Context: an optimization exercise on an open-source flow, tuned for small area and a short achievable clock period. The choices shown serve that exercise and are no tape-out recipe.
Where RTL was checked, it was by simulation tests only, not by an equivalence proof against the original.
Only the layout flow was run in run 5; the RTL was not checked for function there.
No activity file was given, so power comes from the tool's default toggle rates.

--- flow/config.mk ---
export PLATFORM = sky130hd
export DESIGN_NAME = arm_exe
export DESIGN_NICKNAME = arm_exe
export VERILOG_FILES = /design/flow/design.v
export SDC_FILE = /design/flow/constraint.sdc
export NUM_CORES = 4
export LEC_CHECK = 0
export ABC_AREA = 1
export CAP_MARGIN = 20
export CORE_MARGIN = 2
export CORE_UTILIZATION = 60
export CTS_BUF_LIST = sky130_fd_sc_hd__clkbuf_4 sky130_fd_sc_hd__clkbuf_8
export PLACE_DENSITY = 0.8
export SETUP_SLACK_MARGIN = 3.6
export SLEW_MARGIN = 20
--- flow/constraint.sdc ---
create_clock -name core_clock -period 10.0 [get_ports {clk}]
set_input_delay 2.0000 -clock core_clock [delete_from_list [all_inputs] [get_ports {clk}]]
set_output_delay 2.0000 -clock core_clock [all_outputs]
set_load 0.01 [all_outputs]
--- flow/design.v ---
module Val2gen (
    input         m,
    input         I,
    input  [31:0] Val_RM,
    input  [11:0] imm,
    input  [11:0] shift_operand,
    output [31:0] Val2
);
wire [4:0] n   = shift_operand[11:7];
wire [1:0] st  = shift_operand[6:5];
wire       t_lsl = (st == 2'b00);
wire       t_ror = (st == 2'b11);
wire       t_asr = (st == 2'b10);
wire       nm    = ~m;
wire       sh    = nm & ~I;
wire [30:0] hi;
wire [31:0] lo;
genvar i;
generate
    for (i = 0; i < 31; i = i + 1) begin : g_hi
        wire rs = (t_ror & Val_RM[i]) | (t_asr & Val_RM[31]) | (t_lsl & Val_RM[i+1]);
        if (i < 8)
            assign hi[i] = I ? imm[i] : rs;
        else
            assign hi[i] = ~I & rs;
    end
    for (i = 0; i < 32; i = i + 1) begin : g_lo
        if (i < 8)
            assign lo[i] = sh ? (~t_lsl & Val_RM[i]) : imm[i];
        else if (i < 12)
            assign lo[i] = sh ? (~t_lsl & Val_RM[i]) : (m & imm[i]);
        else if (i < 31)
            assign lo[i] = sh & ~t_lsl & Val_RM[i];
        else
            assign lo[i] = sh & (t_lsl ? Val_RM[0] : Val_RM[31]);
    end
endgenerate
wire [4:0] k = {5{nm}} & (I ? {imm[11:8], 1'b0} : (n ^ {5{t_lsl}}));
wire [62:0] s0 = {hi, lo};
wire [46:0] s4 = k[4] ? s0[62:16] : s0[46:0];
wire [38:0] s3 = k[3] ? s4[46:8]  : s4[38:0];
wire [34:0] s2 = k[2] ? s3[38:4]  : s3[34:0];
wire [32:0] s1 = k[1] ? s2[34:2]  : s2[32:0];
assign Val2    = k[0] ? s1[32:1]  : s1[31:0];
endmodule
module ALU (input [3:0] ALU_Comnd,
            input [31:0] Val1, Val2,
            input C,
            output [31:0] ALU_out,
            output [3:0] SR);
wire [3:0] cmd = ALU_Comnd;
wire add   = cmd == 4'b0010;
wire adc   = cmd == 4'b0011;
wire sub   = cmd == 4'b0100;
wire sbc   = cmd == 4'b0101;
wire arith = add | adc | sub | sbc;
wire neg   = sub | sbc;
wire pos   = add | adc;
wire cin   = ((adc | sbc) & C) | sub;
reg [3:0] t;
always @(*) begin
    case (cmd)
    4'b0001: t = 4'b1010;            
    4'b1001: t = 4'b0101;            
    4'b0010, 4'b0011,
    4'b1000: t = 4'b0110;            
    4'b0100, 4'b0101: t = 4'b1001;   
    4'b0110: t = 4'b1000;            
    4'b0111: t = 4'b1110;            
    default: t = 4'b0000;
    endcase
end
wire [31:0] A = Val1, B = Val2;
wire [31:0] X, g, k;
genvar i;
generate
    for (i = 0; i < 32; i = i + 1) begin : g_bit
        assign X[i] = t[{A[i], B[i]}];
        assign g[i] = A[i] & ((B[i] & pos) | (~B[i] & neg));
        assign k[i] = (A[i] & arith) | (B[i] & pos) | (~B[i] & neg);
    end
endgenerate
wire [32:0] c;       
prefix_carry #(.N(32), .TYPE(1)) pc (.g(g), .k(k), .cin(cin), .c(c));
assign ALU_out = X ^ c[31:0];
wire [31:0] zb = ~(X ^ {k[30:0], cin});
wire Z1 = &zb;
wire N1 = ALU_out[31];
wire C1 = c[32] ^ neg;
wire V1 = arith & ~(A[31] ^ B[31] ^ neg) & (A[31] ^ c[31]);
assign SR = {Z1, C1, N1, V1};
endmodule
module prefix_carry #(parameter N = 32, parameter TYPE = 1) (
    input  [N-1:0] g, k,
    input          cin,
    output [N:0]   c
);
localparam L = 5;    
localparam S = 2*L;
wire [N*(S+1)-1:0] G, K;
genvar s, i;
generate
    for (i = 0; i < N; i = i + 1) begin : g_l0
        if (i == 0) begin : g_c
            assign G[0] = g[0] | (k[0] & cin);
            assign K[0] = 1'b0;
        end else begin : g_n
            assign G[i] = g[i];
            assign K[i] = k[i];
        end
    end
    for (s = 1; s <= S; s = s + 1) begin : g_st
        for (i = 0; i < N; i = i + 1) begin : g_b
            localparam integer J =
                (TYPE == 0) ? ((s <= L && i >= (1 << (s-1))) ? i - (1 << (s-1)) : -1) :
                (TYPE == 1) ? ((s <= L && ((i >> (s-1)) & 1)) ? ((i >> (s-1)) << (s-1)) - 1 : -1) :
                (TYPE == 2) ? ((s <= L) ? ((((i + 1) % (1 << s)) == 0) ? i - (1 << (s-1)) : -1)
                                        : ((s < S && ((i + 1) % (1 << (S-s))) == (1 << (S-s-1)) && i >= (1 << (S-s)))
                                              ? i - (1 << (S-s-1)) : -1)) :
                      ((s <= L) ? (((i % 2) == 1 && i >= (1 << (s-1))) ? i - (1 << (s-1)) : -1)
                            : ((s == L+1 && (i % 2) == 0 && i > 0) ? i - 1 : -1));
            if (J >= 0) begin : g_op
                assign G[s*N+i] = G[(s-1)*N+i] | (K[(s-1)*N+i] & G[(s-1)*N+J]);
                assign K[s*N+i] = K[(s-1)*N+i] & K[(s-1)*N+J];
            end else begin : g_pass
                assign G[s*N+i] = G[(s-1)*N+i];
                assign K[s*N+i] = K[(s-1)*N+i];
            end
        end
    end
endgenerate
assign c = {G[S*N +: N], cin};
endmodule
module EXE_stage(
                input [31:0] PC,
                input MEM_R_EN,
                input MEM_W_EN,
                input [3:0] EXE_CMD,
                input S,
                input I,
                input [31:0] Val_RN,
                input [31:0] Val_RM,
                input [11:0] imm,
                input [11:0] shift_operand,
                input signed [23:0] signed_immed_24,
                input [3:0] status,
                output wire [31:0] BranchAddr,
                output [3:0] status_out,
                output wire [31:0] ALU_out
                );
wire [31:0] Val2;
            Val2gen val2gen_instance (
                                      .m(MEM_R_EN|MEM_W_EN),
                                      .I(I),
                                      .Val_RM(Val_RM),
                                      .imm(imm),
                                      .shift_operand(shift_operand),
                                      .Val2(Val2)
                                     );
wire [24:0] ba_lo = {1'b0, PC[25:2]} + {1'b0, signed_immed_24};
wire        ba_c  = ba_lo[24];
wire        ba_s  = signed_immed_24[23];
wire [5:0]  ba_h  = PC[31:26];
wire [5:0]  ba_hi;
genvar j;
generate
    for (j = 0; j < 6; j = j + 1) begin : g_hi
        wire ones  = (j == 0) ? 1'b1 : &ba_h[(j == 0 ? 0 : j-1):0];
        wire zeros = (j == 0) ? 1'b1 : ~|ba_h[(j == 0 ? 0 : j-1):0];
        assign ba_hi[j] = ba_h[j] ^ ((ba_c & ~ba_s & ones) | (~ba_c & ba_s & zeros));
    end
endgenerate
assign BranchAddr = {ba_hi, ba_lo[23:0], PC[1:0]};
            ALU alu_instance(
                             .ALU_Comnd(EXE_CMD),
                             .Val1(Val_RN),
                             .Val2(Val2),
                             .C(status[2]),
                             .ALU_out(ALU_out),
                             .SR(status_out)
                            );
endmodule
module arm_exe (
    input             clk,
    input             rst,
    input      [31:0] PC,
    input             MEM_R_EN,
    input             MEM_W_EN,
    input      [3:0]  EXE_CMD,
    input             I,
    input      [31:0] Val_RN,
    input      [31:0] Val_RM,
    input      [11:0] imm,
    input      [11:0] shift_operand,
    input      [23:0] signed_immed_24,
    input      [3:0]  status,
    output reg [31:0] BranchAddr,
    output reg [3:0]  status_out,
    output reg [31:0] ALU_out
);
wire [31:0] branch_w, alu_w;
wire [3:0]  status_w;
EXE_stage exe (
    .PC(PC), .MEM_R_EN(MEM_R_EN), .MEM_W_EN(MEM_W_EN), .EXE_CMD(EXE_CMD),
    .S(1'b0), .I(I), .Val_RN(Val_RN), .Val_RM(Val_RM), .imm(imm),
    .shift_operand(shift_operand), .signed_immed_24(signed_immed_24),
    .status(status), .BranchAddr(branch_w), .status_out(status_w),
    .ALU_out(alu_w)
);
always @(posedge clk or posedge rst) begin
    if (rst) begin
        BranchAddr <= 32'b0;
        status_out <= 4'b0;
        ALU_out    <= 32'b0;
    end else begin
        BranchAddr <= branch_w;
        status_out <= status_w;
        ALU_out    <= alu_w;
    end
end
endmodule
--- flow/flow/run.sh ---
#!/bin/bash
# Own layout flow: the standard ORFS flow (standard.sh) with two changes:
#  - synthesis maps with the ABC script in flow/abc.script (an area-oriented
#    mapping; OpenROAD's repair steps buffer and size the netlist later),
#  - the port buffers that global placement inserts are buf_1 cells.
# Everything else (synthesis script, floorplan, power grid, tap cells,
# placement, CTS, routing) is the standard flow. Each tool's output goes
# to the ORFS logs under orfs/logs; make's own output to flow_make.log.
set -euo pipefail
W=$(pwd)
rm -rf "$W/own_scripts"
cp -r "$FLOW_HOME/scripts" "$W/own_scripts"
cp "$W/flow/abc.script" "$W/own_scripts/abc_area.script"
export SCRIPTS_DIR="$W/own_scripts"
export BUFFER_PORTS_ARGS="-buffer_cell sky130_fd_sc_hd__buf_1"
bash "$W/standard.sh" > "$W/flow_make.log" 2>&1
--- flow/flow/abc.script ---
strash
dch
map -D 4000
buffer -c
upsize -c
dnsize -c
--- flow/standard.sh ---
#!/bin/bash
# synth_recipe.tcl (not shown) runs the flow's synth.tcl, then flattens the netlist and writes it again
# the make line also repeats each setting of config.mk as NAME=value (left out here)
make -C /OpenROAD-flow-scripts/flow DESIGN_CONFIG=/design/flow/config.mk WORK_HOME=/design/flow/orfs CLKGATE_MAP_FILE= SYNTH_SCRIPT=/design/flow/synth_recipe.tcl "${@:-finish}"
==> impl_metrics.yaml, run 1 <==
grt:
  busiest_layer: "met2"
  grt_use_met1_pct: 47.4
  track_usage_pct: 34.7
  use_met2_pct: 56.7
  grt.overflow.total: 0
  antenna_found_initial: 0
  grt_pass1_wl_um: 44900
  grtUsageMet3_pct: 3.99
  grt_max_degree: 68
  grt_pass1_vias: 9446
synthesis:
  synth_edf_count: 0
  yosysWarnings: 2
  async_flop_share_pct: 100
  yosys-top-cells-count: "nand2_1, o21ai_0, a21oi_1"
  ys.flop_type: "dfrtp_1"
  synth_top_area_share_pct: 18.8
  synth.most_common_cell: "nand2_1"
  synthesis.area_um2: 8890
  yosysUniqueCellTypes: 66
  syn-num-nets: 1610
  syn_inst: 1426
  ys_seq_area_share_pct: 18.8
  synthTopCellsByArea: "dfrtp_1, nand2_1, o21ai_0"
  synth_area_leader_cell: "dfrtp_1"
  synth_area_per_cell_um2: 6.24
  yosys_register_bits: 67
cts:
  path_clk_slew_ns: 0.08
  htreeDepth: 3
  cts.sinks: 67
  cts_tree: "done"
  root_buffer: "clkbuf_8"
  cts_buffers: 9
  postCtsHoldBufs: 0
  cts_buffer_depth: 2
detailed_routing:
  drt_iter0_markers: 1350
  wl_per_cell_um: 15.9
  ant_nets: 0
  drc: 0
  drtPass1Iterations: 7
  drt_wl_total_um: 28700
  dr_total_vias: 10692
  vias_per_cell: 5.92
setup_path:
  path_class: "input pin to register"
  cp_max_fo: 39
  crit_path_end: "status_out[2]$_DFF_PP0_"
  crit_start: "shift_operand[5]"
  cpPeakStageDelay_ns: 0.37
  critPathTopFamily: "compound AO/OA/AOI/OAI gates"
  critical_path.startpoint_type: "input pin"
  crit_cells: 27
  crit_path_end_kind: "register"
  crit_arrival_ns: 6.45
  worstPathRequired_ns: 10.30
  crit_buf_inv: 4
  crit_top_cell: "o21ai_2"
  critPathSlowestCell: "a221oi_1"
layout:
  nNetsFinal: 1802
  antenna_cells: 0
  syn_to_final_growth_pct: 14.0
  n_fill_cell: 1359
  drive_gt1_share_pct: 9.86
  fin_area_um2: 10100
die:
  io_pins: 225
  core_um2: 14500
  initial_core_util_pct: 61.2
  die_x_um: 126
  die_h_um: 126
  placementRows: 44
  die_area_um2: 15800
sta:
  setup_violations: 0
  fin_crit_sh_pct: 61.5
  layout_min_cycle_time_ns: 6.15
  fin_tns_setup_ns: 0
  hold_viol_final: 0
  worst_pin_slew_ns: 1.13
  fmax_mhz: 163
  relSlewSlack_pct: 24.0
  rsz0062_at_grt: "yes"
  drv_slew: 0
worst_hold_path:
  hp-class: "input pin to register"
  hp-start: "PC[1]"
power_and_ir_drop:
  p_per_area_nw_per_um2: 114
  ir_drop_uv: 55.3
  p_leak_nw: 4.59
placed_design:
  io_buffers: 216
  postPlaceCellArea_um2: 9640
  hpwl_um: 21000
  gp_congestion: 0.972
run_status:
  outcome: "complete, no violations"
job:
  drv_cap: 0
[power breakdown]
part | switching, mW | total (mW) | internal (mW)
Clock | 0.116 | 0.204 | 0.0888
Combinational | 0.405 | 0.607 | 0.202
Sequential | 0.0151 | 0.339 | 0.324
Total | 0.536 | 1.15 | 0.615
[per-stage QoR]
| stage | total power [mW] | instances | hold WS (ns) | worst slack, ns | util, % |
|---|---|---|---|---|---|
| detailed placement | 0.921 | 1770 | 2.10 | 2.38 | 66.3 |
| finish | 1.15 | 1807 | 1.73 | 3.85 | 69.7 |
| floorplan | 0.757 | 1426 | 2.03 | 4.61 | - |
| global route | 1.23 | 1807 | 1.74 | 3.55 | 69.7 |
| CTS | 1.13 | 1791 | 1.73 | 3.60 | 67.9 |
| global placement | 0.910 | 1770 | 2.10 | 2.49 | 66.3 |
[logic make-up after synthesis]
family	after synthesis	synth area share, %
AOI/OAI and AO/OA	501	33.3
DFF	67	18.8
xor gates and xnor gates	88	8.83
and+or+nand+nor	522	24.0
muxes	2	0.239
buffers and inverters	218	10.8
adders and majority gates	28	4.01
[worst min path at each step]
stage	endpoint	slack [ns]	cells after the start
after floorplan	BranchAddr[0]$_DFF_PP0_	2.03	0
after global placement	BranchAddr[1]$_DFF_PP0_	2.10	1
after detailed placement	BranchAddr[1]$_DFF_PP0_	2.10	1
after CTS	BranchAddr[1]$_DFF_PP0_	1.73	1
after global routing	BranchAddr[1]$_DFF_PP0_	1.74	1
final	BranchAddr[1]$_DFF_PP0_	1.73	1
[routing by layer]
layer / routed length (um) / share of wire [%] / up-vias
li1: - / - / 5200
met1: 11800 / 41 / 4721
met3: 2990 / 10 / 115
met5: 0 / 0 / -
met2: 12700 / 44 / 656
met4: 1190 / 4.1 / 0
[layout make-up]
| cell class | instances | area (um^2) | area share, % |
|---|---|---|---|
| multi-input combinational | 1146 | 6400 | 63.2 |
| sequential | 67 | 1680 | 16.5 |
| timing repair buffer | 242 | 1050 | 10.3 |
| inverter | 151 | 599 | 5.91 |
| tap | 184 | 230 | 2.27 |
| clock buffer | 9 | 124 | 1.22 |
| clock inverter | 7 | 45.0 | 0.444 |
| timing repair inverter | 1 | 7.51 | 0.0741 |
[sequential cells by signal (all words and copies together) (netlist names)]
| signal | cells |
|---|---|
| BranchAddr | 32 |
| ALU_out | 31 |
| status_out | 4 |
[cell usage in the layout (no fill, tap or decap), types with 33 or more instances in the layout]
master   instances
nand2_1        331
buf_1          215
o21ai_0        131
a21oi_1        125
nor2_1         120
inv_1          116
o21ai_1        102
dfrtp_1         67
xor2_1          60
o21ai_2         33
[what timing repair did]
action / 4_1_cts / 5_1_grt
cloned: 1 / 5
gates resized for setup: 5 / 33
pin swaps: 1 / 7
buffers inserted: 4 / 11
setup endpoints to repair: 29 / 28
==> run 2, diff against run 1 <==
--- a/flow/config.mk
+++ b/flow/config.mk
@@ -9,7 +9,7 @@
 export CAP_MARGIN = 20
 export CORE_MARGIN = 2
-export CORE_UTILIZATION = 60
+export CORE_UTILIZATION = 40
 export CTS_BUF_LIST = sky130_fd_sc_hd__clkbuf_4 sky130_fd_sc_hd__clkbuf_8
-export PLACE_DENSITY = 0.8
-export SETUP_SLACK_MARGIN = 3.6
+export PLACE_DENSITY = 0.6
+export SETUP_SLACK_MARGIN = 3.9
 export SLEW_MARGIN = 20
==> run 2 against run 1 <==
  * Setup slack better by 0.24 ns
  * Core utilization is 21 points lower
  * Highest routed layer unchanged
  * Sequential power hardly changed
  * Sequential share of layout area is 0.91 points lower
  * Critical path type unchanged
==> impl_metrics.yaml, run 2 <==
synthesis:
  ys_seq_area_share_pct: 18.8
  synth_edf_count: 0
  syn_inst: 1426
  synth_area_per_cell_um2: 6.24
  syn-num-nets: 1610
  async_flop_share_pct: 100
  synth.most_common_cell: "nand2_1"
  yosysWarnings: 2
  synthesis.area_um2: 8890
  ys.flop_type: "dfrtp_1"
  yosysUniqueCellTypes: 66
  yosys_register_bits: 67
  yosys-top-cells-count: "nand2_1, o21ai_0, a21oi_1"
  synth_top_area_share_pct: 18.8
  synth_area_leader_cell: "dfrtp_1"
  synthTopCellsByArea: "dfrtp_1, nand2_1, o21ai_0"
die:
  die_x_um: 153
  placementRows: 54
  die_h_um: 153
  core_um2: 21800
  die_area_um2: 23400
  io_pins: 225
  initial_core_util_pct: 40.8
power_and_ir_drop:
  p_leak_nw: 4.77
  ir_drop_uv: 55.8
  p_per_area_nw_per_um2: 118
run_status:
  outcome: "complete, no violations"
detailed_routing:
  drt_iter0_markers: 1000
  ant_nets: 0
  met2_length_um: 14400
  wl_per_cell_um: 16.3
  vias_per_cell: 5.48
  dr_total_vias: 10503
  wl_met1_um: 13800
  met3WireLength_um: 2280
  drt_wl_total_um: 31300
  drc: 0
  routed.top_layer: "met4"
  drtPass1Iterations: 6
layout:
  largest_reg_flops: 32
  nNetsFinal: 1816
  fin_area_um2: 10700
  reg.largest.list: "BranchAddr (32), ALU_out (31), status_out (4)"
  antenna_cells: 0
  drive_gt1_share_pct: 12.5
  final_common_cell: "nand2_1"
  layout_common_cells: "nand2_1, buf_1, o21ai_0"
  top_register: "BranchAddr"
  n_fill_cell: 2306
  finalNonFillerCells: 1917
  syn_to_final_growth_pct: 20.6
sta:
  hold_viol_final: 0
  fmax_mhz: 169
  drv_slew: 0
  fin_tns_setup_ns: 0
  relSlewSlack_pct: 29.6
  worst_pin_slew_ns: 1.05
  setup_violations: 0
  rsz0062_at_grt: "no"
  layout_min_cycle_time_ns: 5.91
  fin_crit_sh_pct: 59.1
placed_design:
  io_buffers: 216
  gp_congestion: 0.946
  dpl.cell_count: 1867
  hpwl_um: 23000
  postPlaceCellArea_um2: 9760
worst_hold_path:
  hp-class: "input pin to async pin"
setup_path:
  cp_max_fo: 15
  critPathTopFamily: "compound AO/OA/AOI/OAI gates"
  crit_path_end_kind: "register"
  cpPeakStageDelay_ns: 0.26
  crit_buf_inv: 7
  critPathSlowestCell: "o21ai_4"
  worstPathRequired_ns: 10.24
  crit_top_cell: "o21ai_1"
  path_class: "input pin to register"
  critical_path.startpoint_type: "input pin"
  crit_arrival_ns: 6.16
cts:
  postCtsHoldBufs: 0
  cts_buffers: 9
  cts.sinks: 67
  htreeDepth: 3
  root_buffer: "clkbuf_8"
  cts_tree: "done"
  path_clk_slew_ns: 0.08
  cts_buffer_depth: 2
grt:
  grt_pass1_vias: 9315
  grt_pass1_wl_um: 48000
  grt.overflow.total: 0
  antenna_found_initial: 0
  grt_max_degree: 56
  track_usage_pct: 25.1
job:
  drv_cap: 0
==> run 2: routing by layer <==
metal	global-route usage (%)	vias up
met3	3.35	58
met5	0	-
met2	41.6	438
li1	-	5236
met4	7.28	0
met1	34.1	4771
==> run 2: cells by family (layout without fill, tap and decap cells) <==
logic type / Yosys count / in the layout / share of synthesized area [%]
adder cells (fa/ha/maj): 28 / 28 / 4.01
XOR/XNOR: 88 / 88 / 8.83
AND/OR/NAND/NOR: 522 / 527 / 24.0
flip-flops: 67 / 67 / 18.8
AO/OA/AOI/OAI: 501 / 501 / 33.3
multiplexers: 2 / 2 / 0.239
buffers and inverters: 218 / 424 / 10.8
==> run 2: report_power, final <==
group	switching [mW]	leakage (nW)	internal, mW	total, mW
logic	0.425	3.85	0.216	0.641
registers	0.0148	0.801	0.324	0.339
clock network	0.116	0.126	0.173	0.288
total	0.556	4.77	0.712	1.27
==> run 2: final cells by class <==
| cell class | instances | area [um^2] | area share [%] |
|---|---|---|---|
| Multi-Input combinational cell | 1146 | 6620 | 61.7 |
| Sequential cell | 67 | 1680 | 15.6 |
| Timing Repair Buffer | 254 | 1200 | 11.2 |
| Inverter | 151 | 613 | 5.71 |
| Tap cell | 280 | 350 | 3.27 |
| Clock buffer | 10 | 138 | 1.28 |
| Clock inverter | 6 | 113 | 1.05 |
| Timing Repair inverter | 3 | 20.0 | 0.187 |
==> run 2: repair_timing <==
action / CTS / global route
cloned: 4 / 6
pin swaps: 2 / 20
setup endpoints to repair: 35 / 24
buffers inserted: 4 / 20
gates resized for setup: 30 / 73
==> run 2: worst max-delay path by stage <==
stage                      from  slack (ns)                       end  cells after the start
6_report       shift_operand[5]        4.09     ALU_out[30]$_DFF_PP0_                     31
5_1_grt        shift_operand[5]        3.81   status_out[0]$_DFF_PP0_                     32
4_1_cts        shift_operand[5]        3.90   status_out[2]$_DFF_PP0_                     28
3_5_place_dp                  I        2.07   status_out[2]$_DFF_PP0_                     27
3_3_place_gp                  I        2.05   status_out[0]$_DFF_PP0_                     31
2_1_floorplan             PC[2]        4.61  BranchAddr[30]$_DFF_PP0_                     31
==> run 2: through the flow <==
stage	power, mW	util (%)	setup WS [ns]	hold slack, ns
floorplan	0.757	-	4.61	2.03
global placement	0.927	44.7	2.05	1.94
detailed placement	0.933	44.7	2.07	1.94
CTS	1.24	46.6	3.90	1.54
global route	1.36	49.2	3.81	1.55
finish	1.27	49.2	4.09	1.55
==> run 3, diff against run 2 <==
==> flow/flow/abc.script (replaced) <==
strash
dch
map -D 4000
--- a/flow/config.mk
+++ b/flow/config.mk
@@ -12,4 +12,4 @@
 export CTS_BUF_LIST = sky130_fd_sc_hd__clkbuf_4 sky130_fd_sc_hd__clkbuf_8
 export PLACE_DENSITY = 0.6
-export SETUP_SLACK_MARGIN = 3.9
+export SETUP_SLACK_MARGIN = 3.6
 export SLEW_MARGIN = 20
==> run 3 against run 2 <==
  * Total power shrank 5.4%
  * Sequential power is essentially flat
  * Setup slack lost 0.19 ns
  * Die area shrank 7.6%
  * Combinational power shrank 2%
  * Synthesized cell count shrank 4.6%
  * Fmax shrank 3.0%
  * Via count shrank 0.43%
  * Global-route usage grew 2.0 points
  * First-iteration DRC count shrank 9.2%
  * Sequential cell count is the same
  * Critical endpoint is now status_out[0]$_DFF_PP0_
==> impl_metrics.yaml, run 3 <==
run_status:
  outcome: "complete, no violations"
synthesis:
  syn-num-nets: 1544
  synth_top_area_share_pct: 20.4
  synth_fa_ha_area_share_pct: 4.33
  yosys.area_share.simple_pct: 25.0
  synthesis.area_um2: 8200
  yosys-top-cells-count: "nand2_1, o21ai_0, clkinv_1"
  muxShareOfSynthArea_pct: 0.259
  syn_inst: 1360
  async_flop_share_pct: 100
  synth_area_per_cell_um2: 6.03
  yosysWarnings: 2
  synthTopCellsByArea: "dfrtp_1, o21ai_0, nand2_1"
  synth_area_leader_cell: "dfrtp_1"
  ys_seq_area_share_pct: 20.4
  yosysUniqueCellTypes: 37
  synth_edf_count: 0
  ys.flop_type: "dfrtp_1"
  yosys_register_bits: 67
  synthXorXnorAreaFrac_pct: 9.40
  synth_compound_area_share_pct: 33.5
  synth.most_common_cell: "nand2_1"
  synth_top_family_by_area: "compound AO/OA/AOI/OAI gates"
die:
  die_h_um: 147
  die_area_um2: 21700
  initial_core_util_pct: 40.7
  placementRows: 52
  die_x_um: 147
  io_pins: 225
  core_um2: 20200
layout:
  largest_reg_flops: 32
  fin_util_pct: 52.2
  top_register: "BranchAddr"
  finalNonFillerCells: 1907
  final_common_cell: "nand2_1"
  nNetsFinal: 1815
  reg.largest.list: "BranchAddr (32), ALU_out (31), status_out (4)"
  drive_gt1_share_pct: 10.7
  syn_to_final_growth_pct: 28.4
  layout_common_cells: "nand2_1, buf_1, o21ai_0"
grt:
  grt_max_degree: 68
  grt_pass1_wl_um: 47200
  track_usage_pct: 27.0
  grt.overflow.total: 0
  grt_pass1_vias: 9418
  antenna_found_initial: 0
placed_design:
  dp_slack_ns: 2.31
  hpwl_um: 22100
  io_buffers: 216
  dpl.cell_count: 1855
  gp_congestion: 0.928
sta:
  setup_slack_ns: 3.90
  layout_min_cycle_time_ns: 6.10
  fin_tns_setup_ns: 0
  fin_crit_sh_pct: 61.0
  hold_viol_final: 0
  rsz0062_at_grt: "yes"
  relSlewSlack_pct: 27.3
  setup_violations: 0
  worst_pin_slew_ns: 1.08
  drv_slew: 0
  fmax_mhz: 164
power_and_ir_drop:
  p_leak_nw: 4.25
  pwr-share-clk_pct: 19.8
  ir_drop_uv: 52.3
  swShare_pct: 45.8
  seq_power_share_pct: 28.1
  p_per_area_nw_per_um2: 114
  switching_power_uw: 549
  p_total_mw: 1.20
  p_int_uw: 651
  power_frac_comb_pct: 52.1
detailed_routing:
  drc: 0
  vias_per_cell: 5.48
  dr_total_vias: 10458
  ant_nets: 0
  drt_iter0_markers: 908
  drtPass1Iterations: 6
  drt_wl_total_um: 30400
  wl_per_cell_um: 16.0
cts:
  cts_tree: "done"
  cts_buffer_depth: 2
  cts.sinks: 67
  htreeDepth: 3
  root_buffer: "clkbuf_8"
  path_clk_slew_ns: 0.09
  cts_buffers: 9
setup_path:
  cp_max_fo: 34
  crit_arrival_ns: 6.39
  critical_path.startpoint_type: "input pin"
  path_class: "input pin to register"
  crit_path_end_kind: "register"
  worstPathRequired_ns: 10.29
job:
  drv_cap: 0
worst_hold_path:
  hp-start: "PC[0]"
  min_to: "BranchAddr[0]$_DFF_PP0_"
  holdPathStages: 1
  hp-class: "input pin to register"
-- run 3: cell types whose count changed after synthesis, moves of 6 or more --
cell,previous run,this run
clkinv_1,4,151
buf_6,7,0
clkbuf_1,13,0
inv_2,29,0
buf_4,13,1
or2_2,2,8
o21ai_2,29,0
buf_2,28,0
inv_1,118,0
o21ai_0,133,268
o21ai_1,104,0
nor2_1,122,129
-- run 3: timing repair --
item | CTS | global route
endpoints found under the setup margin | 25 | 24
pin swaps | 8 | 11
gates resized for setup | 58 | 100
hold buffers | 0 | 0
setup buffers | 13 | 16
cloned | 4 | 2
-- run 3: cells by family (layout without fill, tap and decap cells) --
kind of cell / count (synthesis) / count (layout)
adders and majority gates: 28 / 28
DFF: 67 / 67
muxes: 2 / 2
and+or+nand+nor: 522 / 526
xor gates and xnor gates: 88 / 88
other: 0 / 1
AOI/OAI and AO/OA: 501 / 503
buffers and inverters: 152 / 422
-- run 3: how the worst max path moves through the flow --
stage / start / end / slack, ns
floorplan: shift_operand[5] / status_out[0]$_DFF_PP0_ / 3.59
global placement: shift_operand[5] / status_out[0]$_DFF_PP0_ / 2.32
detailed placement: shift_operand[5] / status_out[0]$_DFF_PP0_ / 2.31
CTS: EXE_CMD[1] / status_out[2]$_DFF_PP0_ / 3.62
global route: shift_operand[5] / status_out[2]$_DFF_PP0_ / 3.52
finish: shift_operand[6] / status_out[0]$_DFF_PP0_ / 3.90
-- run 3: area by class of cell --
type                    instances  area [um^2]
repair buffers                255         1190
clock buffers                   9          124
diodes                          1         2.50
multi-input cells            1147         6500
well taps                     270          338
clock inverters                 7         75.1
fillers                      2191         9640
inverters                     151          624
flip-flops and latches         67         1680
-- run 3: metal layers --
metal | GRT usage [%] | share of wire, % | vias up
met4 | 7.88 | 2.3 | 0
met3 | 4.75 | 7.9 | 53
li1 | - | - | 5233
met1 | 36.1 | 43 | 4720
met2 | 44.8 | 46 | 452
met5 | 0 | 0 | -
-- run 3: power groups by stage --
stage / logic, mW / clock network [mW] / registers (mW)
floorplan: 0.353 / 0 / 0.374
global placement: 0.564 / 0 / 0.342
detailed placement: 0.568 / 0 / 0.343
CTS: 0.589 / 0.246 / 0.338
global route: 0.694 / 0.256 / 0.343
finish: 0.625 / 0.238 / 0.337
-- run 3: worst max-delay path, stage by stage --
cell and delay, ns:
clkbuf_2 0.16, nor2_4 0.21, buf_12 0.17, xor2_1 0.19, o21ai_4 0.51, clkinv_4 0.33
a21oi_1 0.18, o21ai_0 0.09, nand3_1 0.14, o21ai_4 0.10, nand2_1 0.08, o21ai_1 0.08
o21ai_1 0.26, o21ai_2 0.11, a22o_2 0.27, nand2_2 0.09, a21oi_2 0.04, o2111ai_1 0.19
nand2_1 0.13, clkinv_2 0.11, nor3_4 0.05, nor2_4 0.17, inv_4 0.08, nand4_1 0.13
nand2_1 0.11, xor2_1 0.17, nor3_1 0.20
-- run 3: through the flow --
step                      instance area [um^2]  hold WS (ns)
after global routing                     10500          1.71
after CTS                                10100          1.71
after detailed placement                  9610          2.10
after global placement                    9610          2.11
after floorplan                           8380          2.03
final                                    10500          1.73
==> run 4, diff against run 3 <==
==> flow/flow/abc.script (replaced) <==
strash
dch
map -D 4000
buffer -c
upsize -c
dnsize -c
--- a/flow/config.mk
+++ b/flow/config.mk
@@ -10,5 +10,6 @@
 export CORE_MARGIN = 2
 export CORE_UTILIZATION = 40
-export CTS_BUF_LIST = sky130_fd_sc_hd__clkbuf_4 sky130_fd_sc_hd__clkbuf_8
+export CTS_BUF_LIST = sky130_fd_sc_hd__clkbuf_4
+export CTS_CLUSTER_SIZE = 25
 export PLACE_DENSITY = 0.6
 export SETUP_SLACK_MARGIN = 3.6
==> run 4 against run 3 <==
  * Non-clock buffer count down 24
  * Sequential power about the same
  * Wire length down 1.1%
  * Worst hold slack worse by 0.28 ns
  * Core utilization down 5.8 points
  * Sequential share of layout area up 0.64 points
  * Critical path type unchanged
==> impl_metrics.yaml, run 4 <==
placed_design:
  gp_congestion: 0.946
  io_buffers: 216
  hpwl_um: 23000
synthesis:
  synth_top_family_by_area: "compound AO/OA/AOI/OAI gates"
  synthXorXnorAreaFrac_pct: 8.83
  synth_edf_count: 0
  ys.flop_type: "dfrtp_1"
  async_flop_share_pct: 100
  synth_area_per_cell_um2: 6.24
  ys_seq_area_share_pct: 18.8
  synth_compound_area_share_pct: 33.3
  syn-num-nets: 1610
  yosysUniqueCellTypes: 66
  syn_inst: 1426
  yosys_register_bits: 67
  muxShareOfSynthArea_pct: 0.239
  synthesis.area_um2: 8890
  synth.most_common_cell: "nand2_1"
  yosys-top-cells-count: "nand2_1, o21ai_0, a21oi_1"
  synth_area_leader_cell: "dfrtp_1"
  synth_top_area_share_pct: 18.8
  synth_fa_ha_area_share_pct: 4.01
  yosysWarnings: 2
  yosys.area_share.simple_pct: 24.0
  synthTopCellsByArea: "dfrtp_1, nand2_1, o21ai_0"
setup_path:
  path_class: "input pin to register"
  critPathTopFamily: "compound AO/OA/AOI/OAI gates"
  crit_path_end_kind: "register"
  critPathSlowestCell: "o21ai_2"
  worstPathRequired_ns: 10.32
  cp_max_fo: 30
  critical_path.startpoint_type: "input pin"
  cpPeakStageDelay_ns: 0.28
  crit_cells: 31
  crit_arrival_ns: 6.46
  crit_top_cell: "o21ai_1"
  crit_buf_inv: 6
cts:
  htreeDepth: 3
  cts.sinks: 67
  cts_tree: "done"
  cts_buffers: 9
  path_clk_slew_ns: 0.12
  root_buffer: "clkbuf_4"
  cts_buffer_depth: 2
detailed_routing:
  dr_total_vias: 10291
  drtPass1Iterations: 5
  ant_nets: 0
  drt_wl_total_um: 30100
  wl_per_cell_um: 15.9
  drc: 0
  vias_per_cell: 5.44
  drt_iter0_markers: 1067
layout:
  multi_input_area_um2: 6350
  n_fill_cell: 2401
  final_common_cell: "nand2_1"
  seqCellArea_um2: 1680
  drive_gt1_share_pct: 9.13
  syn_to_final_growth_pct: 13.8
  nNetsFinal: 1789
  top_register: "BranchAddr"
  reg.largest.list: "BranchAddr (32), ALU_out (31), status_out (4)"
  largest_reg_flops: 32
  layout_common_cells: "nand2_1, buf_1, o21ai_0"
die:
  placementRows: 54
  initial_core_util_pct: 40.8
  core_um2: 21800
  io_pins: 225
  die_x_um: 153
  die_area_um2: 23400
  die_h_um: 153
sta:
  drv_slew: 0
  rsz0062_at_grt: "no"
  fmax_mhz: 163
  fin_crit_sh_pct: 61.4
  hold_viol_final: 0
  fin_tns_setup_ns: 0
  layout_min_cycle_time_ns: 6.14
  relSlewSlack_pct: 31.8
  fin_hold_ws_ns: 1.45
  setup_violations: 0
  worst_pin_slew_ns: 1.02
grt:
  grt_pass1_wl_um: 47300
  grt_pass1_vias: 9223
  grt_max_degree: 56
  grt.overflow.total: 0
  antenna_found_initial: 1
  track_usage_pct: 24.7
power_and_ir_drop:
  p_per_area_nw_per_um2: 117
  ir_drop_uv: 49.9
  p_leak_nw: 4.52
run_status:
  outcome: "complete, no violations"
worst_hold_path:
  hp-class: "input pin to async pin"
job:
  drv_cap: 0
run 4: changes by cell type in the layout (fill, tap and decap cells not counted), moves of 9 or more:
cell and change:
clkinv_1 -129, o21ai_1 +52, o21ai_0 -47, inv_1 +116, buf_4 -19, clkbuf_4 +10
clkbuf_8 -9, inv_2 +22
run 4: metal layers:
metal	wire (um)	track usage (%)	share of wire, %	vias to the layer above
li1	-	-	-	5170
met1	13500	33.6	45	4656
met2	13800	40.8	46	409
met3	2010	3.01	6.7	56
met4	830	7.94	2.8	0
met5	0	0	0	-
run 4: layout make-up:
cell class,instances,area share (%)
Inverter,151,5.82
Timing Repair inverter,2,0.124
Clock buffer,9,0.667
Multi-Input combinational cell,1143,62.7
Tap cell,280,3.46
Sequential cell,67,16.6
Antenna cell,2,0.0494
Timing Repair Buffer,231,9.49
Clock inverter,7,1.15
run 4: logic make-up (layout without fill, tap and decap cells):
logic type	count (synthesis)	in the layout
mux	2	2
simple gates	522	524
fa+ha+maj	28	28
flops	67	67
buf+inv	218	400
other cells	0	2
xor+xnor	88	88
compound gates	501	501
run 4: worst max path at each step:
stage	startpoint	endpoint	slack [ns]
final	shift_operand[5]	ALU_out[28]$_DFF_PP0_	3.86
after global routing	shift_operand[5]	status_out[2]$_DFF_PP0_	3.57
after CTS	I	ALU_out[30]$_DFF_PP0_	3.60
after detailed placement	I	status_out[2]$_DFF_PP0_	2.07
after global placement	I	status_out[0]$_DFF_PP0_	2.05
after floorplan	PC[2]	BranchAddr[30]$_DFF_PP0_	4.61
run 4: metrics by stage:
| step | cell area [um^2] | util [%] | power, mW | worst slack, ns | instances |
|---|---|---|---|---|---|
| floorplan | 8890 | - | 0.757 | 4.61 | 1426 |
| global placement | 9760 | 44.7 | 0.927 | 2.05 | 1867 |
| detailed placement | 9760 | 44.7 | 0.933 | 2.07 | 1867 |
| CTS | 9990 | 45.8 | 1.18 | 3.60 | 1884 |
| global route | 10100 | 46.4 | 1.27 | 3.57 | 1892 |
| finish | 10100 | 46.4 | 1.18 | 3.86 | 1892 |
run 4: what timing repair did:
action                     CTS  global route
hold buffers                 0             0
gates cloned                 1             3
buffers inserted             0             3
setup endpoints to repair   31            24
pin swaps                    0             3
gates resized for setup     12            25
run 4: where the power goes:
| group | switching [mW] | internal (mW) |
|---|---|---|
| Combinational | 0.408 | 0.198 |
| Clock | 0.110 | 0.126 |
| Sequential | 0.0149 | 0.323 |
| Total | 0.533 | 0.648 |
==> run 5, diff against run 4 <==
--- a/flow/design.v
+++ b/flow/design.v
@@ -82,5 +82,5 @@
 endgenerate
 wire [32:0] c;       
-prefix_carry #(.N(32), .TYPE(1)) pc (.g(g), .k(k), .cin(cin), .c(c));
+prefix_carry #(.N(32), .TYPE(2)) pc (.g(g), .k(k), .cin(cin), .c(c));
 assign ALU_out = X ^ c[31:0];
 wire [31:0] zb = ~(X ^ {k[30:0], cin});
--- a/flow/config.mk
+++ b/flow/config.mk
@@ -10,6 +10,5 @@
 export CORE_MARGIN = 2
 export CORE_UTILIZATION = 40
-export CTS_BUF_LIST = sky130_fd_sc_hd__clkbuf_4
-export CTS_CLUSTER_SIZE = 25
+export CTS_BUF_LIST = sky130_fd_sc_hd__clkbuf_4 sky130_fd_sc_hd__clkbuf_8
 export PLACE_DENSITY = 0.6
 export SETUP_SLACK_MARGIN = 3.6
==> run 5 against run 4 <==
  * Still clean on timing, DRC and antenna
  * Critical path type unchanged
  * Sequential share of layout area down 1.3 points
  * Clock power up 16%
  * Non-clock buffer count up 60
  * Fmax down 4.9%
  * Core utilization up 5.4 points
  * Cell count up 1.9%
  * Highest routed layer unchanged
==> impl_metrics.yaml, run 5 <==
cts:
  cts_buffer_depth: 2
  htreeDepth: 3
  cts.sinks: 67
  cts_buffers: 9
  cts_tree: "done"
  path_clk_slew_ns: 0.11
  postCtsHoldBufs: 0
  root_buffer: "clkbuf_8"
grt:
  grt_pass1_wl_um: 45400
  grt_pass1_vias: 9171
  antenna_found_initial: 0
  track_usage_pct: 24.8
  grt_max_degree: 43
  grt.overflow.total: 0
setup_path:
  crit_start: "MEM_W_EN"
  critical_path.startpoint_type: "input pin"
  critPathSlowestCell: "a221oi_4"
  cp_max_fo: 7
  crit_path_end_kind: "register"
  worstPathRequired_ns: 10.25
  crit_path_end: "status_out[0]$_DFF_PP0_"
  crit_cells: 38
  critPathTopFamily: "compound AO/OA/AOI/OAI gates"
  cpPeakStageDelay_ns: 0.31
  crit_top_cell: "o21ai_2"
  crit_arrival_ns: 6.71
  path_class: "input pin to register"
  crit_buf_inv: 8
placed_design:
  dp_slack_ns: 1.70
  dpl.cell_count: 1847
  gp_congestion: 0.951
  io_buffers: 216
  hpwl_um: 21300
layout:
  nNetsFinal: 1832
  final_common_cell: "nand2_1"
  largest_reg_flops: 32
  finalNonFillerCells: 1928
  top_register: "BranchAddr"
  antenna_cells: 0
  drive_gt1_share_pct: 13.9
  multi_input_area_um2: 6490
  reg.largest.list: "BranchAddr (32), ALU_out (31), status_out (4)"
  n_fill_cell: 2219
  syn_to_final_growth_pct: 26.8
  layout_common_cells: "nand2_1, buf_1, inv_1, o21ai_0, a21oi_1"
  seqCellArea_um2: 1680
synthesis:
  syn-num-nets: 1593
  ys_seq_area_share_pct: 19.4
  muxShareOfSynthArea_pct: 0.347
  yosys_register_bits: 67
  yosysUniqueCellTypes: 55
  synth_top_area_share_pct: 19.4
  ys.flop_type: "dfrtp_1"
  synth_top_family_by_area: "compound AO/OA/AOI/OAI gates"
  synthXorXnorAreaFrac_pct: 9.91
  synth.most_common_cell: "nand2_1"
  synth_fa_ha_area_share_pct: 3.99
  synth_edf_count: 0
  synth_area_leader_cell: "dfrtp_1"
  synthesis.area_um2: 8650
  yosys.area_share.simple_pct: 23.9
  async_flop_share_pct: 100
  synth_compound_area_share_pct: 31.8
  yosys-top-cells-count: "nand2_1, o21ai_0, inv_1"
  synth_area_per_cell_um2: 6.14
  synthTopCellsByArea: "dfrtp_1, nand2_1, o21ai_0"
  syn_inst: 1409
  yosysWarnings: 2
sta:
  worst_pin_slew_ns: 1.03
  drv_slew: 0
  hold_viol_final: 0
  rsz0062_at_grt: "yes"
  fin_hold_ws_ns: 1.67
  fin_crit_sh_pct: 64.6
  setup_slack_ns: 3.54
  fmax_mhz: 155
  relSlewSlack_pct: 31.0
  fin_tns_setup_ns: 0
  layout_min_cycle_time_ns: 6.46
  setup_violations: 0
die:
  initial_core_util_pct: 40.9
  placementRows: 53
  io_pins: 225
  die_area_um2: 22800
  die_h_um: 151
  core_um2: 21200
  die_x_um: 151
power_and_ir_drop:
  ir_drop_uv: 65.7
  swShare_pct: 43.3
  seq_power_share_pct: 27.5
  switching_power_uw: 540
  p_int_uw: 708
  pwr-share-clk_pct: 21.9
  p_per_area_nw_per_um2: 114
  power_frac_comb_pct: 50.6
  p_leak_nw: 4.77
job:
  drv_cap: 0
detailed_routing:
  dr_total_vias: 10227
  ant_nets: 0
  drtPass1Iterations: 7
  drt_iter0_markers: 782
  drt_wl_total_um: 29300
  drc: 0
  wl_per_cell_um: 15.2
  vias_per_cell: 5.30
worst_hold_path:
  hp-class: "input pin to async pin"
run_status:
  outcome: "complete, no violations"
==> run 5: cells by family (layout without fill, tap and decap cells) <==
family	count (synthesis)	count (layout)
buffers and inverters	226	468
muxes	3	3
and+or+nand+nor	509	511
xor gates and xnor gates	97	97
AOI/OAI and AO/OA	480	480
adders and majority gates	27	27
DFF	67	67
==> run 5: repair_timing <==
item                                    in CTS  in global routing
endpoints found under the setup margin      27                 13
cloned                                       6                  3
pin swaps                                   26                 33
resized for setup                           80                 74
setup buffers                               37                 19
==> run 5: worst min-delay path by stage <==
stage               start                      end  cells past startpoint
detailed placement    rst  BranchAddr[0]$_DFF_PP0_                      2
floorplan           PC[0]  BranchAddr[0]$_DFF_PP0_                      0
finish                rst    ALU_out[19]$_DFF_PP0_                      2
global route        PC[0]  BranchAddr[0]$_DFF_PP0_                      1
CTS                   rst    ALU_out[22]$_DFF_PP0_                      2
global placement      rst  BranchAddr[0]$_DFF_PP0_                      2
==> run 5: power by group through the flow <==
stage	Sequential (mW)	Clock (mW)	Combinational, mW
after CTS	0.343	0.284	0.602
after global placement	0.346	0	0.561
after floorplan	0.377	0	0.373
final	0.342	0.273	0.632
after global routing	0.349	0.294	0.709
after detailed placement	0.349	0	0.567
==> run 5: stage by stage <==
step / util [%] / power (mW) / cell area, um^2
floorplan: - / 0.750 / 8650
global placement: 45.6 / 0.908 / 9650
detailed placement: 45.6 / 0.915 / 9650
CTS: 49.7 / 1.23 / 10500
global route: 51.8 / 1.35 / 11000
finish: 51.8 / 1.25 / 11000
==> run 5: layout make-up <==
class                           instances  share of cell area, %
Inverter                              158                   5.75
Timing Repair inverter                  3                  0.160
Multi-Input combinational cell       1118                   59.2
Tap cell                              275                   3.14
Sequential cell                        67                   15.3
Clock inverter                          6                  0.867
Clock buffer                           10                   1.26
Timing Repair Buffer                  291                   14.4
==> run 5: routing by layer <==
layer  GRT usage, %  routed length (um)  vias up
li1               -                   -     5185
met1           32.4               12900     4606
met2           42.2               13500      382
met3           3.67                1960       54
met4           7.90                 925        0
met5              0                   0        -
==> run 6, diff against run 5 <==
--- a/flow/design.v
+++ b/flow/design.v
@@ -82,5 +82,5 @@
 endgenerate
 wire [32:0] c;       
-prefix_carry #(.N(32), .TYPE(2)) pc (.g(g), .k(k), .cin(cin), .c(c));
+prefix_carry #(.N(32), .TYPE(1)) pc (.g(g), .k(k), .cin(cin), .c(c));
 assign ALU_out = X ^ c[31:0];
 wire [31:0] zb = ~(X ^ {k[30:0], cin});
==> flow/flow/run.sh (replaced) <==
#!/bin/bash
# Own layout flow: the standard ORFS flow (standard.sh) with these changes:
#  - synthesis maps with the ABC script in flow/abc.script (an area-oriented
#    mapping; OpenROAD's repair steps buffer and size the netlist later),
#  - the port buffers that global placement inserts are buf_1 cells,
#  - clock tree synthesis uses small buffers and no dummy loads.
# Everything else (synthesis script, floorplan, power grid, tap cells,
# placement, CTS, routing) is the standard flow. Each tool's output goes
# to the ORFS logs under orfs/logs; make's own output to flow_make.log.
set -euo pipefail
W=$(pwd)
rm -rf "$W/own_scripts"
cp -r "$FLOW_HOME/scripts" "$W/own_scripts"
cp "$W/flow/abc.script" "$W/own_scripts/abc_area.script"
export SCRIPTS_DIR="$W/own_scripts"
export BUFFER_PORTS_ARGS="-buffer_cell sky130_fd_sc_hd__buf_1"
# clock tree of clkbuf_4 cells, at most 10 flip-flops per leaf buffer, and
# no dummy loads
export CTS_ARGS="-sink_clustering_enable -repair_clock_nets -sink_clustering_size 10 -buf_list sky130_fd_sc_hd__clkbuf_4 -dont_use_dummy_load"
bash "$W/standard.sh" > "$W/flow_make.log" 2>&1
--- a/flow/config.mk
+++ b/flow/config.mk
@@ -10,5 +10,4 @@
 export CORE_MARGIN = 2
 export CORE_UTILIZATION = 40
-export CTS_BUF_LIST = sky130_fd_sc_hd__clkbuf_4 sky130_fd_sc_hd__clkbuf_8
 export PLACE_DENSITY = 0.6
 export SETUP_SLACK_MARGIN = 3.6
==> run 6 against run 5 <==
  * Still clean
  * Wire length is 2.5% higher
  * Worst hold slack worse by 0.21 ns
  * First-iteration DRC count is 31% higher
  * Critical path type unchanged
  * Area after synthesis is 2.9% higher
  * Final area is 8.8% lower
  * Combinational power is 4.1% lower
==> impl_metrics.yaml, run 6 <==
power_and_ir_drop:
  p_per_area_nw_per_um2: 108
  p_leak_nw: 4.46
  ir_drop_uv: 37.1
synthesis:
  syn-num-nets: 1610
  synth_area_per_cell_um2: 6.24
  yosysWarnings: 2
  async_flop_share_pct: 100
  synth_top_area_share_pct: 18.8
  yosys_register_bits: 67
  yosysUniqueCellTypes: 66
  synthTopCellsByArea: "dfrtp_1, nand2_1, o21ai_0"
  ys.flop_type: "dfrtp_1"
  yosys-top-cells-count: "nand2_1, o21ai_0, a21oi_1"
  ys_seq_area_share_pct: 18.8
  synthesis.area_um2: 8890
  synth_edf_count: 0
  synth.most_common_cell: "nand2_1"
  synth_area_leader_cell: "dfrtp_1"
  syn_inst: 1426
setup_path:
  crit_cells: 30
  crit_arrival_ns: 6.41
  critPathSlowestCell: "o21ai_2"
  crit_path_end: "ALU_out[25]$_DFF_PP0_"
  critPathTopFamily: "compound AO/OA/AOI/OAI gates"
  critical_path.startpoint_type: "input pin"
  path_class: "input pin to register"
  worstPathRequired_ns: 10.30
  crit_path_end_kind: "register"
  cp_max_fo: 30
  crit_start: "shift_operand[5]"
  crit_buf_inv: 5
  crit_top_cell: "o21ai_1"
  cpPeakStageDelay_ns: 0.27
sta:
  layout_min_cycle_time_ns: 6.10
  worst_pin_slew_ns: 1.04
  hold_viol_final: 0
  fin_crit_sh_pct: 61.0
  fmax_mhz: 164
  drv_slew: 0
  setup_violations: 0
  rsz0062_at_grt: "yes"
  fin_tns_setup_ns: 0
  relSlewSlack_pct: 29.8
  fin_hold_ws_ns: 1.46
cts:
  htreeDepth: 3
  path_clk_slew_ns: 0.11
  postCtsHoldBufs: 0
  cts.sinks: 67
  root_buffer: "clkbuf_4"
  cts_buffers: 9
  cts_buffer_depth: 2
  cts_tree: "done"
layout:
  largest_reg_flops: 32
  syn_to_final_growth_pct: 12.4
  layout_common_cells: "nand2_1, buf_1, o21ai_0"
  nNetsFinal: 1788
  final_common_cell: "nand2_1"
  top_register: "BranchAddr"
  drive_gt1_share_pct: 8.61
  reg.largest.list: "BranchAddr (32), ALU_out (31), status_out (4)"
worst_hold_path:
  hp-class: "input pin to async pin"
grt:
  antenna_found_initial: 1
  grt.overflow.total: 0
  grt_pass1_vias: 9214
  grt_max_degree: 56
  track_usage_pct: 24.8
  grt_pass1_wl_um: 47400
run_status:
  outcome: "complete, no violations"
die:
  die_x_um: 153
  die_area_um2: 23400
  die_h_um: 153
  io_pins: 225
  core_um2: 21800
  initial_core_util_pct: 40.8
  placementRows: 54
detailed_routing:
  drt_iter0_markers: 1026
  vias_per_cell: 5.46
  drt_wl_total_um: 30000
  ant_nets: 0
  drc: 0
  dr_total_vias: 10294
  drtPass1Iterations: 5
  wl_per_cell_um: 15.9
placed_design:
  gp_congestion: 0.946
  io_buffers: 216
  hpwl_um: 23000
job:
  drv_cap: 0
run 6: what timing repair did:
action | CTS | global route
endpoints found under the hold margin | 0 | 0
pin swaps | 1 | 2
buffers inserted | 0 | 2
gates resized for setup | 13 | 24
endpoints found under the setup margin | 31 | 24
cloned | 2 | 2
run 6: layer usage:
layer  GRT usage, %  wire length [um]  up-vias
met5              0                 0        -
met4           8.25               827        0
met3           3.15              2010       52
met2           40.6             13700      405
met1           33.7             13400     4668
li1               -                 -     5169
run 6: where the power goes:
part	internal, mW	leakage (nW)	switching (mW)	total, mW
Clock	0.0418	0.0414	0.0923	0.134
Sequential	0.324	0.801	0.0148	0.338
Combinational	0.198	3.62	0.408	0.606
Total	0.563	4.46	0.515	1.08
run 6: worst min-delay path by stage:
| stage | to | slack, ns | depth (start not counted) |
|---|---|---|---|
| floorplan | BranchAddr[0]$_DFF_PP0_ | 2.03 | 0 |
| global placement | BranchAddr[1]$_DFF_PP0_ | 1.94 | 2 |
| detailed placement | BranchAddr[1]$_DFF_PP0_ | 1.94 | 2 |
| CTS | BranchAddr[1]$_DFF_PP0_ | 1.45 | 2 |
| global route | BranchAddr[1]$_DFF_PP0_ | 1.46 | 2 |
| finish | BranchAddr[1]$_DFF_PP0_ | 1.46 | 2 |
run 6: final cells by class:
class | count | area (um^2)
Antenna cell | 2 | 5.00
Clock buffer | 9 | 67.6
Fill cell | 2409 | 11800
Inverter | 151 | 589
Multi-Input combinational cell | 1143 | 6350
Sequential cell | 67 | 1680
Tap cell | 280 | 350
Timing Repair Buffer | 230 | 953
Timing Repair inverter | 2 | 12.5
run 6: stage by stage:
stage / setup slack (ns) / total power [mW] / utilization, % / cell area, um^2 / std cells
2_1_floorplan: 4.61 / 0.757 / - / 8890 / 1426
3_3_place_gp: 2.05 / 0.927 / 44.7 / 9760 / 1867
3_5_place_dp: 2.07 / 0.933 / 44.7 / 9760 / 1867
4_1_cts: 3.61 / 1.07 / 45.3 / 9880 / 1878
5_1_grt: 3.56 / 1.17 / 45.8 / 10000 / 1884
6_report: 3.90 / 1.08 / 45.8 / 10000 / 1884
run 6: kinds of logic (layout without fill, tap and decap cells):
kind of cell	Yosys count	count (layout)	share of synthesized area [%]
AND/OR/NAND/NOR	522	524	24.0
AO/OA/AOI/OAI	501	501	33.3
other	0	2	0
flip-flops	67	67	18.8
XOR/XNOR	88	88	8.83
adder cells (fa/ha/maj)	28	28	4.01
buffers and inverters	218	392	10.8
multiplexers	2	2	0.239
==> run 7, diff against run 6 <==
--- a/flow/flow/run.sh
+++ b/flow/flow/run.sh
@@ -15,6 +15,6 @@
 export SCRIPTS_DIR="$W/own_scripts"
 export BUFFER_PORTS_ARGS="-buffer_cell sky130_fd_sc_hd__buf_1"
-# clock tree of clkbuf_4 cells, at most 10 flip-flops per leaf buffer, and
+# clock tree of clkbuf_4 and clkbuf_8 cells, and
 # no dummy loads
-export CTS_ARGS="-sink_clustering_enable -repair_clock_nets -sink_clustering_size 10 -buf_list sky130_fd_sc_hd__clkbuf_4 -dont_use_dummy_load"
+export CTS_ARGS="-sink_clustering_enable -repair_clock_nets -buf_list \"sky130_fd_sc_hd__clkbuf_4 sky130_fd_sc_hd__clkbuf_8\" -dont_use_dummy_load"
 bash "$W/standard.sh" > "$W/flow_make.log" 2>&1
==> run 7 against run 6 <==
  * Synthesized cell count did not move
  * Total power rose by 4.8%
  * Sequential power barely moved
  * First-iteration DRC count fell by 8.1%
  * Still clean on timing, DRC and antenna
  * Sequential cell count did not move
  * Non-clock buffer count rose by 1
  * Critical path depth fell by 2
  * Count of clock-buffer cells in the layout did not move
  * Cell count barely moved
  * Clock power rose by 33%
  * Via count rose by 0.18%
  * Sequential share of layout area fell by 0.27 points
==> impl_metrics.yaml, run 7 <==
run_status:
  outcome: "complete, no violations"
grt:
  grt_max_degree: 56
  grt_pass1_vias: 9234
  antenna_found_initial: 0
  grt.overflow.total: 0
  track_usage_pct: 24.8
  grt_pass1_wl_um: 47500
setup_path:
  path_class: "input pin to register"
  crit_path_end_kind: "register"
  cp_max_fo: 39
  critical_path.startpoint_type: "input pin"
  crit_arrival_ns: 6.46
  worstPathRequired_ns: 10.29
synthesis:
  synth_top_area_share_pct: 18.8
  syn-num-nets: 1610
  yosysWarnings: 2
  yosys-top-cells-count: "nand2_1, o21ai_0, a21oi_1"
  synth.most_common_cell: "nand2_1"
  yosys_register_bits: 67
  synthesis.area_um2: 8890
  synthTopCellsByArea: "dfrtp_1, nand2_1, o21ai_0"
  synth_area_leader_cell: "dfrtp_1"
  ys.flop_type: "dfrtp_1"
  synth_area_per_cell_um2: 6.24
  yosysUniqueCellTypes: 66
  ys_seq_area_share_pct: 18.8
  synth_edf_count: 0
  async_flop_share_pct: 100
  syn_inst: 1426
layout:
  final_common_cell: "nand2_1"
  fin_util_pct: 46.6
  layout_common_cells: "nand2_1, buf_1, o21ai_0"
  nNetsFinal: 1791
  drive_gt1_share_pct: 9.28
  reg.largest.list: "BranchAddr (32), ALU_out (31), status_out (4)"
  n_fill_cell: 2384
  syn_to_final_growth_pct: 14.3
  largest_reg_flops: 32
  top_register: "BranchAddr"
  fin_area_um2: 10200
  antenna_cells: 0
detailed_routing:
  ant_nets: 0
  drt_iter0_markers: 943
  drt_wl_total_um: 30300
  vias_per_cell: 5.47
  wl_per_cell_um: 16.1
  dr_total_vias: 10313
  drc: 0
  drtPass1Iterations: 5
cts:
  cts_buffers: 9
  path_clk_slew_ns: 0.08
  htreeDepth: 3
  root_buffer: "clkbuf_8"
  cts.sinks: 67
  cts_buffer_depth: 2
  cts_tree: "done"
sta:
  worst_pin_slew_ns: 1.04
  setup_violations: 0
  layout_min_cycle_time_ns: 6.18
  relSlewSlack_pct: 30.1
  fin_tns_setup_ns: 0
  fmax_mhz: 162
  rsz0062_at_grt: "no"
  hold_viol_final: 0
  drv_slew: 0
  fin_crit_sh_pct: 61.8
placed_design:
  postPlaceCellArea_um2: 9760
  gp_congestion: 0.946
  hpwl_um: 23000
  io_buffers: 216
die:
  die_x_um: 153
  core_um2: 21800
  initial_core_util_pct: 40.8
  io_pins: 225
  placementRows: 54
  die_h_um: 153
  die_area_um2: 23400
worst_hold_path:
  hp-class: "input pin to async pin"
power_and_ir_drop:
  p_leak_nw: 4.52
  p_total_mw: 1.13
  p_per_area_nw_per_um2: 111
  ir_drop_uv: 48.6
job:
  drv_cap: 0
run 7: cell types whose count changed in the layout (fill, tap and decap cells not counted), moves of 2 or more:
cell / previous run / this run
clkbuf_4: 10 / 1
o21ai_2: 29 / 32
a31oi_2: 4 / 6
a31oi_1: 21 / 19
o21ai_1: 106 / 103
diode_2: 2 / 0
clkbuf_8: 0 / 9
run 7: kinds of logic (layout without fill, tap and decap cells):
logic type / after synthesis / count (layout) / synth area share, %
AND/OR/NAND/NOR: 522 / 526 / 24.0
AO/OA/AOI/OAI: 501 / 501 / 33.3
buffers and inverters: 218 / 393 / 10.8
XOR/XNOR: 88 / 88 / 8.83
flip-flops: 67 / 67 / 18.8
adder cells (fa/ha/maj): 28 / 28 / 4.01
multiplexers: 2 / 2 / 0.239
run 7: area by class of cell:
class | count | area, um^2 | share of cell area [%]
multi-input cells | 1145 | 6430 | 63.3
flip-flops and latches | 67 | 1680 | 16.5
repair buffers | 231 | 966 | 9.50
inverters | 151 | 599 | 5.90
well taps | 280 | 350 | 3.45
clock buffers | 9 | 124 | 1.22
repair inverters | 2 | 12.5 | 0.123
run 7: layer usage:
layer  track usage [%]  part of all wire [%]
met5                 0                     0
met4              7.94                   2.7
met3              3.52                   6.7
met2              40.4                    46
met1              33.9                    45
run 7: worst paths after layout:
path | start | depth (start not counted) | endpoint | slack, ns
worst min-delay path | rst | 2 | BranchAddr[1]$_DFF_PP0_ | 1.55
max in group asynchronous | rst | 3 | ALU_out[3]$_DFF_PP0_ | 7.42
worst max-delay path | shift_operand[5] | 28 | ALU_out[26]$_DFF_PP0_ | 3.82
min in group core_clock | PC[1] | 1 | BranchAddr[1]$_DFF_PP0_ | 1.74
run 7: what timing repair did:
action                                  CTS  global route
pin swaps                                 1             9
hold buffers                              0             0
setup buffers                             0             3
endpoints found under the setup margin   31            23
resized for setup                        16            39
cloned                                    2             4
run 7: critical path, cell delays in order:
cell and delay [ns]:
clkbuf_2 0.17, nor2_4 0.05, buf_12 0.17, xnor2_2 0.28
nand2_4 0.17, nand2_8 0.18, clkinv_8 0.16, a221oi_2 0.31
o221ai_1 0.18, o211ai_1 0.15, nand2_1 0.13, o21ai_4 0.23
nand2_1 0.11, o21ai_2 0.11, o21ai_2 0.10, o21ai_2 0.25
a22o_4 0.16, nand2_2 0.05, a21oi_1 0.19, o2111ai_1 0.15
nand2_2 0.14, inv_2 0.07, nor3_2 0.18, nor2_4 0.10
inv_2 0.14, nand2_2 0.13, o211ai_1 0.22, xor2_1 0.18
run 7: stage by stage:
stage          hold WS (ns)  std cells  setup slack, ns
2_1_floorplan          2.03       1426             4.61
3_3_place_gp           1.94       1867             2.05
3_5_place_dp           1.94       1867             2.07
4_1_cts                1.55       1878             3.61
5_1_grt                1.56       1885             3.57
6_report               1.55       1885             3.82
run 7: power breakdown:
part | internal, mW | switching [mW]
logic | 0.201 | 0.412
clock network | 0.0802 | 0.0977
registers | 0.324 | 0.0148
==> run 8, diff against run 7 <==
==> flow/flow/abc.script (replaced) <==
strash
dch
map -D 3500
buffer -c
upsize -c
dnsize -c
==> run 8 against run 7 <==
  * Sequential share of layout area grew 0.11 points
  * Sequential power is essentially flat
  * Worst hold slack improved by 0.21 ns
  * Sequential cell count did not move
  * Core utilization is 0.31 points lower
  * Global-route usage is 0.83 points higher
  * Final area fell by 0.67%
  * Setup slack improved by 0.13 ns
  * Largest power group unchanged
==> impl_metrics.yaml, run 8 <==
synthesis:
  synthTopCellsByArea: "dfrtp_1, nand2_1, a21oi_1"
  yosysWarnings: 2
  syn-num-nets: 1612
  synthXorXnorAreaFrac_pct: 8.88
  synth_top_area_share_pct: 18.9
  yosys.area_share.simple_pct: 24.2
  synth_compound_area_share_pct: 33.1
  synth_area_leader_cell: "dfrtp_1"
  synth_edf_count: 0
  ys.flop_type: "dfrtp_1"
  yosysUniqueCellTypes: 61
  synth_area_per_cell_um2: 6.23
  async_flop_share_pct: 100
  yosys-top-cells-count: "nand2_1, a21oi_1, o21ai_0"
  syn_inst: 1428
  muxShareOfSynthArea_pct: 0.127
  yosys_register_bits: 67
  synth_top_family_by_area: "compound AO/OA/AOI/OAI gates"
  synth.most_common_cell: "nand2_1"
  synthesis.area_um2: 8890
  synth_fa_ha_area_share_pct: 4.01
  ys_seq_area_share_pct: 18.9
layout:
  seqCellArea_um2: 1680
  syn_to_final_growth_pct: 13.5
  nNetsFinal: 1798
  multi_input_area_um2: 6320
  finalNonFillerCells: 1893
  n_fill_cell: 2431
  layout_common_cells: "nand2_1, buf_1, a21oi_1"
  top_register: "BranchAddr"
  fin_util_pct: 46.3
  final_common_cell: "nand2_1"
  largest_reg_flops: 32
  drive_gt1_share_pct: 9.12
  reg.largest.list: "BranchAddr (32), ALU_out (31), status_out (4)"
grt:
  grt_max_degree: 68
  track_usage_pct: 25.6
  grt.overflow.total: 0
  antenna_found_initial: 0
  grt_pass1_wl_um: 49000
  grt_pass1_vias: 9682
sta:
  worst_pin_slew_ns: 0.923
  fmax_mhz: 165
  fin_tns_setup_ns: 0
  setup_violations: 0
  layout_min_cycle_time_ns: 6.05
  hold_viol_final: 0
  rsz0062_at_grt: "no"
  relSlewSlack_pct: 38.1
  fin_hold_ws_ns: 1.76
  drv_slew: 0
  fin_crit_sh_pct: 60.5
power_and_ir_drop:
  p_total_mw: 1.13
  ir_drop_uv: 60.9
  p_per_area_nw_per_um2: 112
  p_leak_nw: 4.52
detailed_routing:
  ant_nets: 0
  drtPass1Iterations: 6
  vias_per_cell: 5.43
  drt_wl_total_um: 30700
  wl_per_cell_um: 16.2
  drc: 0
  dr_total_vias: 10288
  drt_iter0_markers: 987
die:
  initial_core_util_pct: 40.7
  io_pins: 225
  core_um2: 21800
  placementRows: 54
  die_h_um: 153
  die_x_um: 153
  die_area_um2: 23400
setup_path:
  crit_path_end_kind: "register"
  path_class: "input pin to register"
  cp_max_fo: 36
  critical_path.startpoint_type: "input pin"
  worstPathRequired_ns: 10.24
  crit_arrival_ns: 6.29
cts:
  cts_buffer_depth: 2
  cts.sinks: 67
  htreeDepth: 3
  root_buffer: "clkbuf_8"
  path_clk_slew_ns: 0.07
  cts_buffers: 9
  cts_tree: "done"
worst_hold_path:
  hp-start: "PC[1]"
  hp-class: "input pin to register"
  holdPathStages: 1
  min_to: "BranchAddr[1]$_DFF_PP0_"
placed_design:
  io_buffers: 216
  dpl.cell_count: 1870
  gp_congestion: 0.971
  hpwl_um: 23500
job:
  drv_cap: 0
run_status:
  outcome: "complete, no violations"
[run 8: cell types whose count changed after synthesis, sizes merged, moves of 4 or more]
cell,before,now
a31oi,26,20
buf,53,47
clkbuf,14,21
nand2,337,343
nor2,129,125
o21ai,268,273
[run 8: per-layer routing]
| layer | vias up | track usage (%) | part of all wire [%] |
|---|---|---|---|
| met2 | 440 | 41.5 | 45 |
| met1 | 4622 | 34.1 | 44 |
| li1 | 5159 | - | - |
| met3 | 67 | 4.68 | 7.8 |
| met5 | - | 0 | 0 |
| met4 | 0 | 9.22 | 3.0 |
[run 8: cell families (layout without fill, tap and decap cells)]
kind of cell               count (synthesis)  after routing
muxes                                      1              1
xor gates and xnor gates                  88             88
adders and majority gates                 28             28
and+or+nand+nor                          522            524
AOI/OAI and AO/OA                        503            504
buffers and inverters                    219            400
other                                      0              1
DFF                                       67             67
[run 8: worst max path at each step]
stage          slack (ns)  depth (start not counted)        startpoint                  endpoint
2_1_floorplan        4.61                         31             PC[2]  BranchAddr[30]$_DFF_PP0_
6_report             3.95                         27  shift_operand[5]   status_out[0]$_DFF_PP0_
4_1_cts              3.61                         26                 I   status_out[0]$_DFF_PP0_
3_3_place_gp         2.21                         24                 I   status_out[0]$_DFF_PP0_
3_5_place_dp         2.18                         24                 I   status_out[0]$_DFF_PP0_
5_1_grt              3.61                         21          MEM_W_EN   status_out[0]$_DFF_PP0_
[run 8: power breakdown]
group          total (mW)  internal (mW)  leakage (nW)  switching [mW]
Sequential          0.337          0.324         0.801          0.0137
Clock               0.181         0.0801        0.0647           0.100
Combinational       0.610          0.201          3.66           0.409
[run 8: stage by stage]
| step | setup WS [ns] | instance area [um^2] |
|---|---|---|
| 3_3_place_gp | 2.21 | 9780 |
| 6_report | 3.95 | 10100 |
| 4_1_cts | 3.61 | 9980 |
| 2_1_floorplan | 4.61 | 8890 |
| 5_1_grt | 3.61 | 10100 |
| 3_5_place_dp | 2.18 | 9780 |
[run 8: layout make-up]
| type | instances | area share, % |
|---|---|---|
| Multi-Input combinational cell | 1145 | 62.6 |
| Sequential cell | 67 | 16.6 |
| Timing Repair Buffer | 238 | 9.96 |
| Inverter | 151 | 5.94 |
| Tap cell | 280 | 3.47 |
| Clock buffer | 9 | 1.23 |
| Timing Repair inverter | 2 | 0.124 |
| Antenna cell | 1 | 0.0248 |
[run 8: critical path: stages]
cell and delay, ns:
clkbuf_2 0.18, nor2_8 0.28, xnor2_4 0.17, nand2_2 0.16
nand2_8 0.22, clkinv_8 0.18, nand2_1 0.09, o21ai_1 0.10
o21ai_1 0.25, a21boi_1 0.14, or2_1 0.23, o21ai_1 0.09
inv_2 0.06, o21ai_2 0.22, nand2_1 0.12, a31oi_1 0.25
inv_1 0.10, nor3_2 0.18, o2111ai_1 0.13, nand2_1 0.19
inv_2 0.08, nor3_2 0.11, or2_4 0.21, nand4_1 0.17
nand2_2 0.13, xor2_1 0.18, nor3_2 0.05
[run 8: what timing repair did]
action	4_1_cts	5_1_grt
setup buffers	4	4
hold buffers	0	0
cloned	3	2
pin swaps	1	2
setup endpoints to repair	30	24
gates resized for setup	12	19

Check on run 8: ideal ports give 3.951 ns setup slack; a clkbuf_16 on the clock port and buf_2 on the inputs give 3.974 ns; moving port delays by the midpoint clock arrival (0.397 ns) as well gives 3.576 ns.
